Context: an optimization exercise on an open-source flow, tuned for small area, a short achievable clock period and few clock cycles per item. The choices shown serve that exercise and are no tape-out recipe. Where RTL was checked, it was by simulation tests only, not by an equivalence proof against the original. No activity file was given, so power comes from the tool's default toggle rates.

v45:
==> flow/design.v (excerpt) <==
module PipeIntMul(
  input  [31:0] intA,
  input  [31:0] intB,
  output [63:0] longP,
  input         val_op,
  output        commit,
  output        oprand_rdy,
  input         clk,
  input         reset
);
make LEC_CHECK=0 CAP_MARGIN=20 CORE_MARGIN=2 CORE_UTILIZATION=60 CTS_BUF_LIST='sky130_fd_sc_hd__clkbuf_4 sky130_fd_sc_hd__clkbuf_8' SETUP_SLACK_MARGIN=5 SLEW_MARGIN=20 SYNTH_HIERARCHICAL=1 SYNTH_MINIMUM_KEEP_SIZE=0 TNS_END_PERCENT=100 finish   # period 9.0 ns
run.sh (not shown) runs the stock make flow with config.mk's settings and CLKGATE_MAP_FILE= SYNTH_SCRIPT=/design/flow/synth_recipe.tcl, a recipe that flattens the netlist after the stock synthesis.
v45 did not stop at any stage, and its layout met the timing, design-rule and antenna checks.
Testbench counts of v45, summed over its fixed seeds: cycles 816, items 800.
[inputs] v17 vs v45
- SETUP_SLACK_MARGIN no longer set, was 5
- TNS_END_PERCENT no longer set, was 100
- CORE_UTILIZATION now 40, was 60
- CTS_BUF_LIST no longer set, was sky130_fd_sc_hd__clkbuf_4 sky130_fd_sc_hd__clkbuf_8
==> flow/flow/run.sh (new file) <==
#!/bin/bash
set -euo pipefail
MARGIN=$(cat flow/margin.txt 2>/dev/null || echo 5)
bash standard.sh SETUP_SLACK_MARGIN="$MARGIN" TNS_END_PERCENT=100 finish > flow_make.log 2>&1
==> flow/flow/margin.txt (new file) <==
6
==> flow/standard.sh (new file) <==
#!/bin/bash
# synth_recipe.tcl (not shown) runs the flow's synth.tcl, then flattens the netlist and writes it again
# the make line also repeats each setting of config.mk as NAME=value (left out here)
make -C /OpenROAD-flow-scripts/flow DESIGN_CONFIG=/design/flow/config.mk WORK_HOME=/design/flow/orfs CLKGATE_MAP_FILE= SYNTH_SCRIPT=/design/flow/synth_recipe.tcl "${@:-finish}"
removed: flow/run.sh
Findings:
v17 went all the way through synthesis, placement and routing and the layout is clean on timing, DRC and antenna.
Diff v17 and v45: total power consumption of the routed design lower in v45
Highest cell delay on the worst timing path delta for v17 relative to v45: 30 ps lower
Note that the via count recorded for v17 amounts to 1.12 times the value seen in v45.
[compare] base=v45 new=v17: area of all placed cells without fillers increased by about 28% relative to the old numbers; power density over cell area decreased by 0.50% relative to the old numbers.
[inputs] v32 vs v17
- SETUP_SLACK_MARGIN: unset -> 5
- TNS_END_PERCENT: unset -> 100
==> flow/run.sh (new file) <==
#!/bin/bash
# synth_recipe.tcl (not shown) runs the flow's synth.tcl, then flattens the netlist and writes it again
# the make line also repeats each setting of config.mk as NAME=value (left out here)
make -C /OpenROAD-flow-scripts/flow DESIGN_CONFIG=/design/flow/config.mk WORK_HOME=/design/flow/orfs CLKGATE_MAP_FILE= SYNTH_SCRIPT=/design/flow/synth_recipe.tcl finish
removed: flow/flow/run.sh
removed: flow/flow/margin.txt
removed: flow/standard.sh
==> summary.txt <==
Diff v17 -> v32: routed wire length lower; share of power burned in combinational logic has decreased; met2 layer usage reported by global route fell 6.9 points. v32 against v17; static leakage is down by more than 10%. Count of vias placed by the detailed router in v32 is 11% below v17. When the final numbers for v17 and v32 were put side by side, the proportion of power drawn by flip-flops and latches turned out to be greater in v32.

## maple
PipeIntMul, a different RTL version from the one above (not shown whole).
Size in the first run: about 2700 cells after synthesis, roughly 270 flip-flops, ~130 I/O pins, roughly 0.029 sq mm of cells after synthesis.
==> flow/config.mk <==
export PLATFORM = sky130hd
export DESIGN_NAME = PipeIntMul
export DESIGN_NICKNAME = PipeIntMul
export VERILOG_FILES = /design/flow/design.v
export SDC_FILE = /design/flow/constraint.sdc
export NUM_CORES = 4
export LEC_CHECK = 0
export CAP_MARGIN = 20
export CORE_MARGIN = 2
export CORE_UTILIZATION = 40
export SLEW_MARGIN = 20
export SYNTH_HIERARCHICAL = 1
export SYNTH_MINIMUM_KEEP_SIZE = 0
==> flow/constraint.sdc <==
create_clock -name core_clock -period 9.0 [get_ports {clk}]
set_input_delay 1.8000 -clock core_clock [delete_from_list [all_inputs] [get_ports {clk}]]
set_output_delay 1.8000 -clock core_clock [all_outputs]
set_load 0.01 [all_outputs]
Stock flow here: none of the scripts above is used.
Changes in sierra relative to maple:
- putting SETUP_SLACK_MARGIN at 5 where nothing was set
- putting TNS_END_PERCENT at 100 where nothing was set
## What came out
Looking only at clock-cell share of area, and setting everything else aside, the higher value of maple and sierra goes to maple. Taking maple as the reference, in sierra final cell count went up by about 3.4%; global-route usage +2.0 points; delay of the slowest cell on the worst path dropped 0.24 ns; global-route met1 utilization neither gained nor lost much; power rose by about 3.6%. NOTE via density per instance maple->sierra increased by a few percent. Relative to maple, number of inserted diodes has decreased by 2 in sierra. Going from maple to sierra, setup slack grows by 0.87 ns. Re number of buffers other than clock buffers in the final layout: maple and sierra aren't equal, and the lower value belongs to maple. maple -> sierra: area taken by flip-flops and latches increased by a few percent.
No run of this note included a check of the RTL's function; only the layout flow was run.

PipeIntMul, a different RTL version from the one above (not shown whole).
Size in the first run: about 2800 cells after synthesis, ~290 flip-flops, ~130 I/O pins, about 0.030 sq mm of cells after synthesis.
Design PipeIntMul, start of the top module:
module PipeIntMul(
  input  [31:0] intA,
  input  [31:0] intB,
  output [63:0] longP,
  input         val_op,
  output        commit,
  output        oprand_rdy,
  input         clk,
  input         reset
);
Settings: LEC_CHECK=0, CAP_MARGIN=20, CORE_MARGIN=2, CORE_UTILIZATION=60, CTS_BUF_LIST=sky130_fd_sc_hd__clkbuf_4 sky130_fd_sc_hd__clkbuf_8, SLEW_MARGIN=20, SYNTH_HIERARCHICAL=1, SYNTH_MINIMUM_KEEP_SIZE=0; clock period 9.0 ns.
standard.sh (not shown) runs the stock make flow with config.mk's settings and CLKGATE_MAP_FILE= SYNTH_SCRIPT=/design/flow/synth_recipe.tcl, a recipe that flattens the netlist after the stock synthesis.
==> flow/flow/run.sh <==
#!/bin/bash
# Own layout flow: the standard ORFS flow (standard.sh, with its synthesis
# unchanged) with two knobs set on the make command line:
#  - SETUP_SLACK_MARGIN: timing repair aims this many ns below the clock period
#    (flow/margin.txt), so the achieved period is pushed down;
set -euo pipefail
MARGIN=$(cat flow/margin.txt 2>/dev/null || echo 5)
bash standard.sh SETUP_SLACK_MARGIN="$MARGIN" TNS_END_PERCENT=100 \
  BUFFER_PORTS_ARGS="-buffer_cell sky130_fd_sc_hd__buf_1" finish > flow_make.log 2>&1
==> flow/flow/margin.txt <==
5.5
Testbench counts at the start, summed over its fixed seeds: cycles 816, items 800.
Edit:
==> flow/run.sh (new file) <==
#!/bin/bash
# synth_recipe.tcl (not shown) runs the flow's synth.tcl, then flattens the netlist and writes it again
# the make line also repeats each setting of config.mk as NAME=value (left out here)
make -C /OpenROAD-flow-scripts/flow DESIGN_CONFIG=/design/flow/config.mk WORK_HOME=/design/flow/orfs CLKGATE_MAP_FILE= SYNTH_SCRIPT=/design/flow/synth_recipe.tcl finish
Settings changed: ABC_AREA set to 1, CORE_UTILIZATION 60 to 40, CTS_BUF_LIST sky130_fd_sc_hd__clkbuf_4 sky130_fd_sc_hd__clkbuf_8 to not set, SETUP_SLACK_MARGIN set to 5, TNS_END_PERCENT set to 100.
removed: flow/flow/run.sh
removed: flow/flow/margin.txt
removed: flow/standard.sh
- power is lower by 1.9%
- global-route usage is lower by 18 points
- routed wire length is lower by 7.9%
Edit:
==> flow/flow/run.sh (new file) <==
#!/bin/bash
# Own layout flow: the standard ORFS flow (standard.sh, with its synthesis
# unchanged) with two knobs set on the make command line:
#  - SETUP_SLACK_MARGIN: timing repair aims this many ns below the clock period
#    (flow/margin.txt), so the achieved period is pushed down;
set -euo pipefail
MARGIN=$(cat flow/margin.txt 2>/dev/null || echo 5)
bash standard.sh SETUP_SLACK_MARGIN="$MARGIN" TNS_END_PERCENT=100 \
  BUFFER_PORTS_ARGS="-buffer_cell sky130_fd_sc_hd__buf_1" finish > flow_make.log 2>&1
==> flow/flow/margin.txt (new file) <==
5
==> flow/standard.sh (new file) <==
#!/bin/bash
# synth_recipe.tcl (not shown) runs the flow's synth.tcl, then flattens the netlist and writes it again
# the make line also repeats each setting of config.mk as NAME=value (left out here)
make -C /OpenROAD-flow-scripts/flow DESIGN_CONFIG=/design/flow/config.mk WORK_HOME=/design/flow/orfs CLKGATE_MAP_FILE= SYNTH_SCRIPT=/design/flow/synth_recipe.tcl "${@:-finish}"
Settings changed: ABC_AREA 1 to not set, CORE_UTILIZATION 40 to 60, CTS_BUF_LIST set to sky130_fd_sc_hd__clkbuf_4 sky130_fd_sc_hd__clkbuf_8, SETUP_SLACK_MARGIN 5 to not set, TNS_END_PERCENT 100 to not set.
removed: flow/run.sh
- first-iteration DRC count rises by 19%
- combinational power falls by about 9%
- worst setup slack improves by 0.15 ns
- routed wire length falls by 10%
- total power falls by 6.0%
- design area falls by 9.5%
- area after synthesis falls by 5.1%
- cell count falls by 26%
- register-to-register slack improves by 0.15 ns
- flip-flop and latch count stays the same
Edit:
==> flow/run.sh (new file) <==
#!/bin/bash
# synth_recipe.tcl (not shown) runs the flow's synth.tcl, then flattens the netlist and writes it again
# the make line also repeats each setting of config.mk as NAME=value (left out here)
make -C /OpenROAD-flow-scripts/flow DESIGN_CONFIG=/design/flow/config.mk WORK_HOME=/design/flow/orfs CLKGATE_MAP_FILE= SYNTH_SCRIPT=/design/flow/synth_recipe.tcl finish
Settings changed: CORE_UTILIZATION 60 to 40, CTS_BUF_LIST sky130_fd_sc_hd__clkbuf_4 sky130_fd_sc_hd__clkbuf_8 to not set, SETUP_SLACK_MARGIN set to 5, TNS_END_PERCENT set to 100.
removed: flow/flow/run.sh
removed: flow/flow/margin.txt
removed: flow/standard.sh
Total power increases by about 2.5%.
Setup slack is worse by 0.12 ns.
Synthesized area is unchanged.

## static timing again, ports no longer ideal
How much do the figures lean on ideal ports? The routed layouts below were timed once more, with nothing changed but the port constraints.
Step 1 sets driving cells, clkbuf_16 on the clock port and buf_2 on the other inputs (assumed; they add their load-dependent delay and slew).
Step 2 adds t to the input delays and takes it off the output delays; t is the mean of the earliest and latest rising clock arrival at the registers after step 1. Input paths then give back, and output paths get back, about the clock's delay inside the block.
a / b / c = no drivers / after step 1 / after step 2; a / b = the first two.
run	t, ns	slack for setup (ns)	hold WS [ns]	clock arrival spread, ns
v45	0.721	5.054 / 5.054 / 5.054	0.452 / 0.452 / 0.452	0.057 / 0.056
v17	0.676	5.390 / 5.390 / 5.390	0.451 / 0.451 / 0.451	0.025 / 0.026
v32	0.629	5.044 / 5.044 / 5.044	0.441 / 0.441 / 0.441	0.024 / 0.025
maple	0.633	3.994 / 3.994 / 3.994	0.443 / 0.443 / 0.443	0.025 / 0.025
sierra	0.633	4.860 / 4.860 / 4.860	0.446 / 0.446 / 0.446	0.048 / 0.048
the first run of note 3	0.695	5.252 / 5.252 / 5.252	0.448 / 0.448 / 0.448	0.039 / 0.038
the second run of note 3	0.631	4.947 / 4.947 / 4.947	0.403 / 0.403 / 0.403	0.030 / 0.031
the third run of note 3	0.701	5.094 / 5.094 / 5.094	0.450 / 0.450 / 0.450	0.036 / 0.036
the fourth run of note 3	0.632	4.971 / 4.971 / 4.971	0.435 / 0.435 / 0.435	0.032 / 0.032
After both steps setup and hold are still met in every run listed.
